From an optimization exercise on the open Yosys and OpenROAD flow, aimed at small area; shortcuts taken in it are not production practice.
Only simulation tests tie the RTL to the original design; equivalence was not proved.
No activity file was given, so power comes from the tool's default toggle rates.

==> flow/design.v <==
`timescale 1ns/1ps
module cajero_atm #(
    parameter INTENTOS_MAX = 3
)(
    input  wire        clk,
    input  wire        reset,
    input  wire        tarjeta_recibida,
    input  wire [3:0]  digito,
    input  wire        digito_stb,
    input  wire [15:0] pin_correcto,
    input  wire        tipo_trans,
    input  wire [31:0] monto,
    input  wire        monto_stb,
    input  wire [63:0] balance_inicial,
    output wire [63:0] balance_actualizado,
    output wire        balance_stb,
    output wire        entregar_dinero,
    output wire        fondos_insuficientes,
    output wire        pin_incorrecto,
    output wire        advertencia,
    output wire        bloqueo,
    output wire [3:0]  estado_actual,
    output wire [15:0] pin_ingresado_out
);
    reg [3:0]  estado;
    reg [3:0]  sig_estado;
    reg [15:0] pin_ingresado;
    reg [2:0]  dig_cnt;
    reg [1:0]  intentos;
    reg        digito_stb_d;
    reg [31:0] monto_reg;
    reg        monto_ready;
    reg [63:0] balance_actual;
    reg        tarjeta_r;
    assign estado_actual     = estado;
    assign pin_ingresado_out = pin_ingresado;
    wire s1 = (estado == 4'd1);
    wire s2 = (estado == 4'd2);
    wire s3 = (estado == 4'd3);
    wire s5 = (estado == 4'd5);
    wire s6 = (estado == 4'd6);
    wire s7 = (estado == 4'd7);
    wire s8 = (estado == 4'd8);
    wire rise    = tarjeta_recibida & ~tarjeta_r;
    wire dig_wr  = s1 & digito_stb & ~digito_stb_d;
    wire pin_ok  = (pin_ingresado == pin_correcto);
    wire        sub   = s7 & tipo_trans;
    wire [31:0] opnd  = monto_reg ^ {32{tipo_trans}};
    wire        cin   = tipo_trans;
    wire [31:0] lo;       
    wire [31:0] s0;
    wire [8:0] cb;
    assign cb[0] = cin;
    wire [4:0] r0;
    assign r0[0] = cin;
    assign s0[0] = balance_actual[0] ^ opnd[0] ^ r0[0];
    assign r0[1] = (balance_actual[0] & opnd[0]) | (r0[0] & (balance_actual[0] | opnd[0]));
    assign s0[1] = balance_actual[1] ^ opnd[1] ^ r0[1];
    assign r0[2] = (balance_actual[1] & opnd[1]) | (r0[1] & (balance_actual[1] | opnd[1]));
    assign s0[2] = balance_actual[2] ^ opnd[2] ^ r0[2];
    assign r0[3] = (balance_actual[2] & opnd[2]) | (r0[2] & (balance_actual[2] | opnd[2]));
    assign s0[3] = balance_actual[3] ^ opnd[3] ^ r0[3];
    assign r0[4] = (balance_actual[3] & opnd[3]) | (r0[3] & (balance_actual[3] | opnd[3]));
    assign lo[3:0] = s0[3:0];
    assign cb[1] = r0[4];
    wire [4:0] r1;
    assign r1[0] = 1'b0;
    assign s0[4] = balance_actual[4] ^ opnd[4] ^ r1[0];
    assign r1[1] = (balance_actual[4] & opnd[4]) | (r1[0] & (balance_actual[4] | opnd[4]));
    assign s0[5] = balance_actual[5] ^ opnd[5] ^ r1[1];
    assign r1[2] = (balance_actual[5] & opnd[5]) | (r1[1] & (balance_actual[5] | opnd[5]));
    assign s0[6] = balance_actual[6] ^ opnd[6] ^ r1[2];
    assign r1[3] = (balance_actual[6] & opnd[6]) | (r1[2] & (balance_actual[6] | opnd[6]));
    assign s0[7] = balance_actual[7] ^ opnd[7] ^ r1[3];
    assign r1[4] = (balance_actual[7] & opnd[7]) | (r1[3] & (balance_actual[7] | opnd[7]));
    wire [4:0] t1;
    assign t1[0] = cb[1];
    assign lo[4] = s0[4] ^ t1[0];
    assign t1[1] = s0[4] & t1[0];
    assign lo[5] = s0[5] ^ t1[1];
    assign t1[2] = s0[5] & t1[1];
    assign lo[6] = s0[6] ^ t1[2];
    assign t1[3] = s0[6] & t1[2];
    assign lo[7] = s0[7] ^ t1[3];
    assign t1[4] = s0[7] & t1[3];
    assign cb[2] = r1[4] | (cb[1] & (&s0[7:4]));
    wire [4:0] r2;
    assign r2[0] = 1'b0;
    assign s0[8] = balance_actual[8] ^ opnd[8] ^ r2[0];
    assign r2[1] = (balance_actual[8] & opnd[8]) | (r2[0] & (balance_actual[8] | opnd[8]));
    assign s0[9] = balance_actual[9] ^ opnd[9] ^ r2[1];
    assign r2[2] = (balance_actual[9] & opnd[9]) | (r2[1] & (balance_actual[9] | opnd[9]));
    assign s0[10] = balance_actual[10] ^ opnd[10] ^ r2[2];
    assign r2[3] = (balance_actual[10] & opnd[10]) | (r2[2] & (balance_actual[10] | opnd[10]));
    assign s0[11] = balance_actual[11] ^ opnd[11] ^ r2[3];
    assign r2[4] = (balance_actual[11] & opnd[11]) | (r2[3] & (balance_actual[11] | opnd[11]));
    wire [4:0] t2;
    assign t2[0] = cb[2];
    assign lo[8] = s0[8] ^ t2[0];
    assign t2[1] = s0[8] & t2[0];
    assign lo[9] = s0[9] ^ t2[1];
    assign t2[2] = s0[9] & t2[1];
    assign lo[10] = s0[10] ^ t2[2];
    assign t2[3] = s0[10] & t2[2];
    assign lo[11] = s0[11] ^ t2[3];
    assign t2[4] = s0[11] & t2[3];
    assign cb[3] = r2[4] | (cb[2] & (&s0[11:8]));
    wire [4:0] r3;
    assign r3[0] = 1'b0;
    assign s0[12] = balance_actual[12] ^ opnd[12] ^ r3[0];
    assign r3[1] = (balance_actual[12] & opnd[12]) | (r3[0] & (balance_actual[12] | opnd[12]));
    assign s0[13] = balance_actual[13] ^ opnd[13] ^ r3[1];
    assign r3[2] = (balance_actual[13] & opnd[13]) | (r3[1] & (balance_actual[13] | opnd[13]));
    assign s0[14] = balance_actual[14] ^ opnd[14] ^ r3[2];
    assign r3[3] = (balance_actual[14] & opnd[14]) | (r3[2] & (balance_actual[14] | opnd[14]));
    assign s0[15] = balance_actual[15] ^ opnd[15] ^ r3[3];
    assign r3[4] = (balance_actual[15] & opnd[15]) | (r3[3] & (balance_actual[15] | opnd[15]));
    wire [4:0] t3;
    assign t3[0] = cb[3];
    assign lo[12] = s0[12] ^ t3[0];
    assign t3[1] = s0[12] & t3[0];
    assign lo[13] = s0[13] ^ t3[1];
    assign t3[2] = s0[13] & t3[1];
    assign lo[14] = s0[14] ^ t3[2];
    assign t3[3] = s0[14] & t3[2];
    assign lo[15] = s0[15] ^ t3[3];
    assign t3[4] = s0[15] & t3[3];
    assign cb[4] = r3[4] | (cb[3] & (&s0[15:12]));
    wire [4:0] r4;
    assign r4[0] = 1'b0;
    assign s0[16] = balance_actual[16] ^ opnd[16] ^ r4[0];
    assign r4[1] = (balance_actual[16] & opnd[16]) | (r4[0] & (balance_actual[16] | opnd[16]));
    assign s0[17] = balance_actual[17] ^ opnd[17] ^ r4[1];
    assign r4[2] = (balance_actual[17] & opnd[17]) | (r4[1] & (balance_actual[17] | opnd[17]));
    assign s0[18] = balance_actual[18] ^ opnd[18] ^ r4[2];
    assign r4[3] = (balance_actual[18] & opnd[18]) | (r4[2] & (balance_actual[18] | opnd[18]));
    assign s0[19] = balance_actual[19] ^ opnd[19] ^ r4[3];
    assign r4[4] = (balance_actual[19] & opnd[19]) | (r4[3] & (balance_actual[19] | opnd[19]));
    wire [4:0] t4;
    assign t4[0] = cb[4];
    assign lo[16] = s0[16] ^ t4[0];
    assign t4[1] = s0[16] & t4[0];
    assign lo[17] = s0[17] ^ t4[1];
    assign t4[2] = s0[17] & t4[1];
    assign lo[18] = s0[18] ^ t4[2];
    assign t4[3] = s0[18] & t4[2];
    assign lo[19] = s0[19] ^ t4[3];
    assign t4[4] = s0[19] & t4[3];
    assign cb[5] = r4[4] | (cb[4] & (&s0[19:16]));
    wire [4:0] r5;
    assign r5[0] = 1'b0;
    assign s0[20] = balance_actual[20] ^ opnd[20] ^ r5[0];
    assign r5[1] = (balance_actual[20] & opnd[20]) | (r5[0] & (balance_actual[20] | opnd[20]));
    assign s0[21] = balance_actual[21] ^ opnd[21] ^ r5[1];
    assign r5[2] = (balance_actual[21] & opnd[21]) | (r5[1] & (balance_actual[21] | opnd[21]));
    assign s0[22] = balance_actual[22] ^ opnd[22] ^ r5[2];
    assign r5[3] = (balance_actual[22] & opnd[22]) | (r5[2] & (balance_actual[22] | opnd[22]));
    assign s0[23] = balance_actual[23] ^ opnd[23] ^ r5[3];
    assign r5[4] = (balance_actual[23] & opnd[23]) | (r5[3] & (balance_actual[23] | opnd[23]));
    wire [4:0] t5;
    assign t5[0] = cb[5];
    assign lo[20] = s0[20] ^ t5[0];
    assign t5[1] = s0[20] & t5[0];
    assign lo[21] = s0[21] ^ t5[1];
    assign t5[2] = s0[21] & t5[1];
    assign lo[22] = s0[22] ^ t5[2];
    assign t5[3] = s0[22] & t5[2];
    assign lo[23] = s0[23] ^ t5[3];
    assign t5[4] = s0[23] & t5[3];
    assign cb[6] = r5[4] | (cb[5] & (&s0[23:20]));
    wire [4:0] r6;
    assign r6[0] = 1'b0;
    assign s0[24] = balance_actual[24] ^ opnd[24] ^ r6[0];
    assign r6[1] = (balance_actual[24] & opnd[24]) | (r6[0] & (balance_actual[24] | opnd[24]));
    assign s0[25] = balance_actual[25] ^ opnd[25] ^ r6[1];
    assign r6[2] = (balance_actual[25] & opnd[25]) | (r6[1] & (balance_actual[25] | opnd[25]));
    assign s0[26] = balance_actual[26] ^ opnd[26] ^ r6[2];
    assign r6[3] = (balance_actual[26] & opnd[26]) | (r6[2] & (balance_actual[26] | opnd[26]));
    assign s0[27] = balance_actual[27] ^ opnd[27] ^ r6[3];
    assign r6[4] = (balance_actual[27] & opnd[27]) | (r6[3] & (balance_actual[27] | opnd[27]));
    wire [4:0] t6;
    assign t6[0] = cb[6];
    assign lo[24] = s0[24] ^ t6[0];
    assign t6[1] = s0[24] & t6[0];
    assign lo[25] = s0[25] ^ t6[1];
    assign t6[2] = s0[25] & t6[1];
    assign lo[26] = s0[26] ^ t6[2];
    assign t6[3] = s0[26] & t6[2];
    assign lo[27] = s0[27] ^ t6[3];
    assign t6[4] = s0[27] & t6[3];
    assign cb[7] = r6[4] | (cb[6] & (&s0[27:24]));
    wire [4:0] r7;
    assign r7[0] = 1'b0;
    assign s0[28] = balance_actual[28] ^ opnd[28] ^ r7[0];
    assign r7[1] = (balance_actual[28] & opnd[28]) | (r7[0] & (balance_actual[28] | opnd[28]));
    assign s0[29] = balance_actual[29] ^ opnd[29] ^ r7[1];
    assign r7[2] = (balance_actual[29] & opnd[29]) | (r7[1] & (balance_actual[29] | opnd[29]));
    assign s0[30] = balance_actual[30] ^ opnd[30] ^ r7[2];
    assign r7[3] = (balance_actual[30] & opnd[30]) | (r7[2] & (balance_actual[30] | opnd[30]));
    assign s0[31] = balance_actual[31] ^ opnd[31] ^ r7[3];
    assign r7[4] = (balance_actual[31] & opnd[31]) | (r7[3] & (balance_actual[31] | opnd[31]));
    wire [4:0] t7;
    assign t7[0] = cb[7];
    assign lo[28] = s0[28] ^ t7[0];
    assign t7[1] = s0[28] & t7[0];
    assign lo[29] = s0[29] ^ t7[1];
    assign t7[2] = s0[29] & t7[1];
    assign lo[30] = s0[30] ^ t7[2];
    assign t7[3] = s0[30] & t7[2];
    assign lo[31] = s0[31] ^ t7[3];
    assign t7[4] = s0[31] & t7[3];
    assign cb[8] = r7[4] | (cb[7] & (&s0[31:28]));
    wire c32 = cb[8];
    wire [31:0] hi;
    wire [32:0] h;
    assign h[0] = s7 & (c32 ^ tipo_trans);
    genvar gi;
    generate
        for (gi = 0; gi < 32; gi = gi + 1) begin : g_hi
            assign hi[gi]  = balance_actual[32+gi] ^ h[gi];
            assign h[gi+1] = h[gi] & (balance_actual[32+gi] ^ sub);
        end
    endgenerate
    wire [63:0] suma = {hi, s7 ? lo : balance_actual[31:0]};
    assign balance_actualizado = suma;
    wire ge = (|balance_actual[63:32]) | c32;
    assign balance_stb          = s7;
    assign entregar_dinero      = sub;
    assign fondos_insuficientes = s6;
    assign pin_incorrecto       = s2 & ~pin_ok;
    assign advertencia          = s2 & ~pin_ok & (intentos == 2'd1);
    assign bloqueo              = s8;
    always @(*) begin
        sig_estado = estado;
        case (estado)
            4'd0: if (tarjeta_recibida) sig_estado = 4'd1;
            4'd1: if (dig_cnt == 3'd4) sig_estado = 4'd2;
            4'd2: if (pin_ok) sig_estado = 4'd3;
                  else if (intentos == 2'd2) sig_estado = 4'd8;
                  else sig_estado = 4'd1;
            4'd3: sig_estado = 4'd4;
            4'd4: if (monto_ready) sig_estado = 4'd5;
            4'd5: if (!tipo_trans || ge) sig_estado = 4'd7;
                  else sig_estado = 4'd6;
            4'd6: sig_estado = 4'd0;
            4'd7: sig_estado = 4'd0;
            default: ;
        endcase
    end
    always @(posedge clk) begin
        digito_stb_d <= digito_stb;
        if (monto_stb)
            monto_reg <= monto;
    end
    always @(posedge clk or posedge reset) begin
        if (reset) begin
            estado         <= 4'd0;
            dig_cnt        <= 3'd0;
            pin_ingresado  <= 16'd0;
            intentos       <= 2'd0;
            tarjeta_r      <= 1'b0;
            monto_ready    <= 1'b0;
            balance_actual <= 64'd0;
        end else begin
            estado    <= sig_estado;
            tarjeta_r <= tarjeta_recibida;
            if (rise) begin
                pin_ingresado <= 16'd0;
                dig_cnt       <= 3'd0;
            end
            if (dig_wr) begin
                case (dig_cnt)
                    3'd0: pin_ingresado[15:12] <= digito;
                    3'd1: pin_ingresado[11:8]  <= digito;
                    3'd2: pin_ingresado[7:4]   <= digito;
                    3'd3: pin_ingresado[3:0]   <= digito;
                    default: ;
                endcase
                dig_cnt <= dig_cnt + 3'd1;
            end
            balance_actual <= (rise & ~s7) ? balance_inicial : suma;
            if (monto_stb)
                monto_ready <= 1'b1;
            if (s7)
                monto_ready <= 1'b0;
            if (s2 & ~pin_ok & (intentos != 2'd2))
                intentos <= intentos + 2'd1;
            else if (s3)
                intentos <= 2'd0;
        end
    end
endmodule
==> flow/flow/run.sh <==
#!/bin/bash
set -euo pipefail
export BUFFER_PORTS_ARGS="-buffer_cell sky130_fd_sc_hd__buf_1"
export CTS_ARGS="-sink_clustering_enable -repair_clock_nets -buf_list sky130_fd_sc_hd__clkbuf_8 -dont_use_dummy_load"
bash standard.sh synth > synth.log 2>&1
bash standard.sh finish > layout.log 2>&1
==> flow/standard.sh <==
#!/bin/bash
# synth_recipe.tcl (not shown) runs the flow's synth.tcl, then flattens the netlist and writes it again
# the make line also repeats each setting of config.mk as NAME=value (left out here)
make -C /OpenROAD-flow-scripts/flow DESIGN_CONFIG=/design/flow/config.mk WORK_HOME=/design/flow/orfs CLKGATE_MAP_FILE= SYNTH_SCRIPT=/design/flow/synth_recipe.tcl "${@:-finish}"
==> flow/config.mk <==
export PLATFORM = sky130hd
export DESIGN_NAME = cajero_atm
export DESIGN_NICKNAME = cajero_atm
export VERILOG_FILES = /design/flow/design.v
export SDC_FILE = /design/flow/constraint.sdc
export NUM_CORES = 4
export LEC_CHECK = 0
export ABC_AREA = 1
export CAP_MARGIN = 20
export CORE_MARGIN = 2
export CORE_UTILIZATION = 40
export SLEW_MARGIN = 20
==> flow/constraint.sdc <==
create_clock -name core_clock -period 10.0 [get_ports {clk}]
set_input_delay 2.0000 -clock core_clock [delete_from_list [all_inputs] [get_ports {clk}]]
set_output_delay 2.0000 -clock core_clock [all_outputs]
set_load 0.01 [all_outputs]
==> reports/metrics.csv, run 1 <==
metric,value,unit
#FFs+latches synth,124,
flop-to-flop setup slack,5090,ps
largest net degree at the start of global routing,62,
setup bufs post-CTS,0,
relative slew slack,0.3813,
Inserted Diodes,0,
dpl hpwl,14.31,mm
crit path max fanout,16,
YS warnings,1,
Period minus WS final,9004,ps
Setup-failing EPs final,0,
cts hold-fix bufs,0,
first-pass GRT wire length,30.50,mm
CP bufs+invs,5,
Final Cycle Share,0.9004,
Setup crit start kind,input pin,
synthesized area,7796,um^2
ys flop type,dfrtp_1,
H-tree depth,4,
clock sink count,124,
layout cell share with drive strength beyond 1,0.05192,
Avg Vias per Cell,4.637,
Crit. End Element,primary output,
post-synthesis instance total,911,
Detail Route Antenna Nets,0,
Worst-Skew Late Latency,450,ps
critical setup path kind,in -> out,
max-cap violation count,0,
leakage,4.221,nW
antenna violations before repair,0,
GRT Total Usage,0.1914,
"EDFF count, synth",32,
Slew @ Worst Pin,928.1,ps
residual overflow from global routing,0,
ratio of total power to cell area,142.7,nW/um^2
WL final,19.05,mm
vias in the first global route,6173,
vias,6408,
Hold/Removal Path Class,reg -> reg,
die height,143.6,um
DRT Pass-1 Iters,4,
Max Fclk,111.1,MHz
Syn Area/Cell,8.558,um^2
final number of hold-violating endpoints,0,
WHS,530.3,ps
Crit path required time,8000,ps
DIE AREA,20620,um^2
Post-CTS Resized,0,
max-slew violations,0,
CTS clock-pin slew for the worst setup and hold paths,60,ps
number of flip-flops in the largest register,64,
DR iter-0 viols,269,
IO buf count,211,
cell mode on critical path,nand2_2,
total CTS buffers,17,
row cnt,51,
Starting Density,0.4046,
Area Overhead vs Synth,16.47,%
# IOs,212,
Longest Clk Path Bufs,2,
Max IR drop VDD,69.06,uV
critical path's largest stage delay,440,ps
pre-CTS setup slack,955.9,ps
DRC Markers,0,
clk root buf,clkbuf_8,
outcome,finished clean,
ys async rst share,0.7339,
register area share after synthesis,0.4179,
final worst slack,996.3,ps
DIE WIDTH,143.6,um
CTS tree,done,
routed len/inst,13.78,um
Syn Nets,1092,
Worst path slowest cell,fa_1,
Worst Skew,32.49,ps
Final nets,1300,
CP arrival,7000,ps
TNS Setup,0,ps
Core Footprint,19270,um^2
Final Wtd Congestion,0.8151,
RSZ-0062 raised after global routing,no,
synth unique cells,41,
Crit path max-delay family,simple AND/OR/NAND/NOR gates,
## placed cells by master, fill, tap and decap left out, drive strengths merged
| cell | count |
|---|---|
| nand2 | 309 |
| nor3b | 4 |
| nor4 | 13 |
| a311oi | 2 |
| and2 | 1 |
| clkbuf | 19 |
| xnor2 | 15 |
| ha | 35 |
| o21ai | 64 |
| nor2 | 47 |
| a21oi | 6 |
| dfrtp | 91 |
| a31oi | 19 |
| and3 | 1 |
| xor2 | 67 |
| dfxtp | 1 |
| nor3 | 3 |
| nand3 | 26 |
| or2 | 1 |
| nand4 | 9 |
| edfxtp | 32 |
| o22ai | 2 |
| o31ai | 1 |
| inv | 107 |
| a211oi | 2 |
| fa | 24 |
| clkinv | 1 |
| buf | 215 |
## power breakdown
part	switching [mW]	internal [mW]
sequential	0.0351	0.565
clock	0.174	0.149
combinational	0.223	0.149
## Yosys cell counts (2+ instances only)
cell type / instances / share of area
dfrtp_1: 91 / 0.29
o21ai_0: 61 / 0.039
clkbuf_1: 21 / 0.010
nand3_1: 25 / 0.016
a311oi_1: 2 / 0.0022
xnor2_1: 15 / 0.017
edfxtp_1: 32 / 0.12
nor2_4: 5 / 0.0072
buf_6: 2 / 0.0029
inv_1: 105 / 0.051
nor2_1: 40 / 0.019
buf_1: 2 / 0.00096
nand2_1: 295 / 0.14
o22ai_1: 2 / 0.0016
o21ai_1: 2 / 0.0013
a21oi_1: 6 / 0.0039
fa_1: 24 / 0.062
a31oi_1: 19 / 0.015
ha_1: 35 / 0.056
inv_2: 2 / 0.00096
a211oi_1: 2 / 0.0019
nand2_2: 14 / 0.011
nor3b_1: 4 / 0.0039
nand4_1: 5 / 0.0040
xor2_1: 67 / 0.075
nor3_1: 3 / 0.0019
nor4_1: 13 / 0.010
nand4_4: 4 / 0.011
## worst min-delay path: stages (launching register included)
cell,delay [ps]
dfrtp_1,360
nor2_1,50
nor2_1,90
## stage by stage
step	instances	util	cell area (um^2)	total power, mW
floorplan	911	-	7796	0.8728
global placement	1365	0.4590	8846	0.9851
detailed placement	1365	0.4590	8846	0.9871
CTS	1382	0.4712	9080	1.316
global route	1382	0.4712	9080	1.403
finish	1382	0.4712	9080	1.295
## layout make-up
type / count / area [um^2]
Clock buffer: 17 / 234.0
Fill cell: 1999 / 10190
Inverter: 108 / 407.9
Multi-Input combinational cell: 651 / 4009
Sequential cell: 124 / 3258
Tap cell: 265 / 331.6
Timing Repair Buffer: 217 / 839.6
## routing by layer
layer  up-vias  global-route usage  part of all wire
li1       3304                   -                 -
met1      2951              0.2460              0.45
met2       138              0.3236              0.50
met3        15             0.04532             0.041
met4         0             0.05263             0.013
met5         -                   0                 0
## cell families after synthesis
family,count (synthesis),share of synthesized area
AOI/OAI and AO/OA,96,0.06837
DFF,124,0.4179
and+or+nand+nor,414,0.2350
buffers and inverters,136,0.06885
xor gates and xnor gates,82,0.09212
adders and majority gates,59,0.1178
## worst paths after layout
path | endpoint | start | depth (start not counted)
max | balance_actualizado[63] | tipo_trans | 28
min | monto_ready$_DFFE_PP0P_ | monto_ready$_DFFE_PP0P_ | 2
max reg2reg | balance_actual[61]$_DFF_PP0_ | monto_reg[4]$_DFFE_PP_ | 34
min reg2reg | monto_ready$_DFFE_PP0P_ | monto_ready$_DFFE_PP0P_ | 2
max in group asynchronous | balance_actual[24]$_DFF_PP0_ | reset | 3
min in group asynchronous | balance_actual[44]$_DFF_PP0_ | reset | 2
==> run 2, diff against run 1 <==
--- a/flow/design.v
+++ b/flow/design.v
@@ -215,10 +215,16 @@
     wire [32:0] h;
     assign h[0] = s7 & (c32 ^ tipo_trans);
     genvar gi;
+    wire [32:0] ones, zeros;
+    assign ones[0] = 1'b1;
+    assign zeros[0] = 1'b1;
+    wire h_inc = h[0] & ~tipo_trans;
+    wire h_dec = h[0] & tipo_trans;
     generate
         for (gi = 0; gi < 32; gi = gi + 1) begin : g_hi
-            assign hi[gi]  = balance_actual[32+gi] ^ h[gi];
-            assign h[gi+1] = h[gi] & (balance_actual[32+gi] ^ sub);
+            assign ones[gi+1]  = ones[gi] & balance_actual[32+gi];
+            assign zeros[gi+1] = zeros[gi] & ~balance_actual[32+gi];
+            assign hi[gi] = balance_actual[32+gi] ^ ((h_inc & ones[gi]) | (h_dec & zeros[gi]));
         end
     endgenerate
     wire [63:0] suma = {hi, s7 ? lo : balance_actual[31:0]};
--- a/flow/config.mk
+++ b/flow/config.mk
@@ -8,5 +8,5 @@
 export ABC_AREA = 1
 export CAP_MARGIN = 20
 export CORE_MARGIN = 2
-export CORE_UTILIZATION = 40
+export CORE_UTILIZATION = 55
 export SLEW_MARGIN = 20
==> run 2 against run 1 <==
- still clean
- die area is 27% lower
- design area is 1.6% lower
- global-route usage is 5.7 points higher
- clock power is 2% lower
- via count is 0.23% lower
- sequential share of layout area is 0.59 points higher
- register-to-register slack better by 400 ps
- flip-flop and latch count stayed put
- synthesized area is 1.2% lower
- cell count is 8.3% lower
- fmax is 3.3% higher
- count of clock-buffer cells in the layout stayed put
- critical endpoint unchanged
==> reports/metrics.csv, run 2 <==
metric,value,unit,change
synthesized area,7700,um^2,-1.2%
Final Cycle Share,0.8717,,-0.02866
Crit. End Element,primary output,,
ys async rst share,0.7339,,unchanged
Hold Path Stages,2,,unchanged
#FFs+latches synth,124,,unchanged
register area share after synthesis,0.4231,,+0.005229
Worst-Skew Late Latency,450,ps,about the same
Detail Route Antenna Nets,0,,unchanged
ratio of total power to cell area,143.8,nW/um^2,+0.82%
Longest Clk Path Bufs,2,,unchanged
number of flip-flops in the largest register,64,,unchanged
cell mode on critical path,nand2_2,,
xor/xnor share of the synthesized area,0.09311,,+0.0009901
clock sink count,124,,unchanged
Reg-to-Reg Start,monto_reg[8]$_DFFE_PP_,,
max-slew violations,0,,unchanged
main combinational cell family by area after synthesis,simple AND/OR/NAND/NOR gates,,
Final Cell Area,8932,um^2,-1.6%
# IOs,212,,unchanged
row cnt,43,,-16%
IO buf count,211,,unchanged
crit path max fanout,26,,+10
Period minus WS final,8717,ps,-286.6 ps
relative slew slack,0.4062,,+0.02496
first-pass GRT wire length,28.64,mm,-6.1%
Starting Density,0.5590,,+0.1545
H-tree depth,4,,unchanged
Gate power share,0.285,,-0.002
Hold/Removal Path Class,reg -> reg,,
DIE AREA,14960,um^2,-27%
Inserted Diodes,0,,unchanged
vias in the first global route,6046,,-2.1%
Syn Area/Cell,8.760,um^2,+2.4%
RSZ-0062 raised after global routing,no,,
flop-to-flop setup slack,5490,ps,+400 ps
CP bufs+invs,5,,unchanged
WHS Endpoint,monto_ready$_DFFE_PP0P_,,
max-cap violation count,0,,unchanged
DR iter-0 viols,376,,+40%
WHS,517.0,ps,-13.30 ps
hold_sp,monto_ready$_DFFE_PP0P_,,
antenna violations before repair,0,,unchanged
Final Wtd Congestion,0.8417,,+3.3%
Post-DP Area,8671,um^2,-2.0%
Pwr Total,1.285,mW,-0.82%
die height,122.3,um,-15%
layout cell share with drive strength beyond 1,0.06256,,+0.01063
Net Sw Power,0.4225,mW,-2.1%
Area Overhead vs Synth,16.01,%,
Synth Area in Compound Gates,0.06906,,+0.0006929
Worst path slowest cell,clkbuf_2,,
"commonest cells after routing, fill and taps aside","262 x nand2_1, 209 x buf_1, 91 x dfrtp_1",,
cts hold-fix bufs,0,,unchanged
Simple-Gate Fraction of Synth Area,0.2400,,+0.005052
CTS tree,done,,
routed len/inst,13.86,um,+0.55%
Worst Skew,23.75,ps,-8.743 ps
residual overflow from global routing,0,,unchanged
outcome,finished clean,,
setup bufs post-CTS,0,,unchanged
Setup-failing EPs final,0,,unchanged
Slew @ Worst Pin,888.6,ps,-39.55 ps
clk root buf,clkbuf_8,,
Max IR drop VDD,131.2,uV,+90%
WL final,17.56,mm,-7.8%
terminus of the critical flop-to-flop path,balance_actual[63]$_DFF_PP0_,,
switching share of total power,0.3289,,-0.004361
Crit path max-delay family,simple AND/OR/NAND/NOR gates,,
CTS clock-pin slew for the worst setup and hold paths,50,ps,about the same
Crit path required time,8000,ps,about the same
post-synthesis instance total,879,,-3.5%
vias,6393,,-0.23%
largest net degree at the start of global routing,61,,-1.6%
worst r2r path cells,30,,-12%
leakage,4.071,nW,-3.6%
critical path's largest stage delay,630,ps,+190 ps
synth unique cells,46,,+12%
DRT Pass-1 Iters,5,,+1
internal power,0.8622,mW,-0.17%
Avg Vias per Cell,5.046,,+8.8%
"commonest non-fill, non-tap cell in the layout",nand2_1,,
TNS Setup,0,ps,unchanged
most common cell in the synthesized netlist,nand2_1,,
Synth Area in Adders,0.1193,,+0.001474
Max Fclk,114.7,MHz,+3.3%
"EDFF count, synth",32,,unchanged
total CTS buffers,17,,unchanged
DRC Markers,0,,unchanged
"top cells by area, synth","dfrtp_1 30%, nand2_1 13%, edfxtp_1 12%, xor2_1 6.3%, fa_1 6.2%",,
Final nets,1270,,-2.3%
ys flop type,dfrtp_1,,
sequential share of power,0.469,,+0.005
final number of hold-violating endpoints,0,,unchanged
CP arrival,6720,ps,-280 ps
GRT Total Usage,0.2481,,+0.05673
clock share of power,0.247,,-0.002
critical setup path kind,in -> out,,
Core Footprint,13770,um^2,-29%
DIE WIDTH,122.3,um,-15%
Post-CTS Resized,0,,unchanged
dpl hpwl,12.96,mm,-9.4%
Yosys top cell by area,dfrtp_1,,
Syn Nets,1060,,-2.9%
Post-synth top cells,"262 x nand2_1, 91 x dfrtp_1, 84 x inv_1",,
Setup crit start kind,input pin,,
Yosys top cell area share,0.2957,,+0.003655
YS warnings,1,,unchanged
mux cell area share after synthesis,0,,unchanged
## run 2: metal layers
layer	GRT usage	vias up	routed length, um
met5	0	-	0
met4	0.06753	0	221
met1	0.3324	2958	7898
li1	-	3243	-
met2	0.4063	175	8446
met3	0.05855	17	994
## run 2: cell type report
cell class	count	area, um^2
timing repair buffer	216	852.1
multi-input combinational	642	4030
fill	1232	4841
clock buffer	17	234.0
tap	180	225.2
inverter	88	332.8
sequential	124	3258
## run 2: logic make-up (layout without fill, tap and decap cells)
| logic type | Yosys count | in the layout |
|---|---|---|
| simple gates | 409 | 409 |
| fa+ha+maj | 59 | 59 |
| compound gates | 93 | 93 |
| xor+xnor | 81 | 81 |
| buf+inv | 113 | 321 |
| flops | 124 | 124 |
## run 2: worst max-delay path by stage
stage | endpoint | cells after the start | start | slack [ps]
2_1_floorplan | balance_actualizado[63] | 31 | tipo_trans | 1770
3_3_place_gp | balance_actualizado[63] | 31 | tipo_trans | 1380
3_5_place_dp | balance_actualizado[63] | 33 | tipo_trans | 1270
4_1_cts | balance_actualizado[63] | 33 | tipo_trans | 1240
5_1_grt | balance_actualizado[63] | 33 | tipo_trans | 770
6_report | balance_actualizado[63] | 33 | tipo_trans | 1280
## run 2: power groups by stage
stage,clock network (mW),registers [mW],logic [mW]
final,0.317,0.602,0.366
after global routing,0.351,0.608,0.424
after CTS,0.325,0.603,0.370
after detailed placement,0,0.612,0.366
after global placement,0,0.611,0.362
after floorplan,0,0.603,0.259
## run 2: per-stage QoR
stage,cells,worst slack (ps),utilization
floorplan,879,1766,-
global placement,1249,1377,0.6295
detailed placement,1249,1271,0.6295
CTS,1266,1245,0.6465
global route,1267,767.3,0.6485
finish,1267,1283,0.6485
## run 2: worst reg2reg max path: cells and delay by family, from the launching register on
| family | cells | cell delay [ps] |
|---|---|---|
| adders and majority gates | 4 | 1480 |
| and+or+nand+nor | 24 | 2270 |
| DFF | 1 | 400 |
| buffers and inverters | 1 | 80 |
| xor gates and xnor gates | 1 | 160 |

separate check: timing with driven ports:
No port has a modelled driver above. Below, the same layouts with a new extraction and two added sets of constraints. Step 1 assumes that a clkbuf_16 drives the clock port and a buf_2 every other input. Step 2, shift: input delay + t, output delay - t, t = (earliest + latest rising clock arrival at the registers) / 2. This alone moves slack from input paths to output paths. a / b / c = ideal ports / drivers / drivers and shift; a / b = the first two.
run	t, ns	slack for setup (ns)	pins driven straight from the clock port
run 1	0.467	0.996 / 0.959 / 0.959	1
run 2	0.472	1.283 / 1.230 / 1.230	1
After both steps every run listed still meets setup and hold. The setup slack of run 2, which loses most, moves by -0.053 ns with the drivers and by -0.053 ns with both steps.
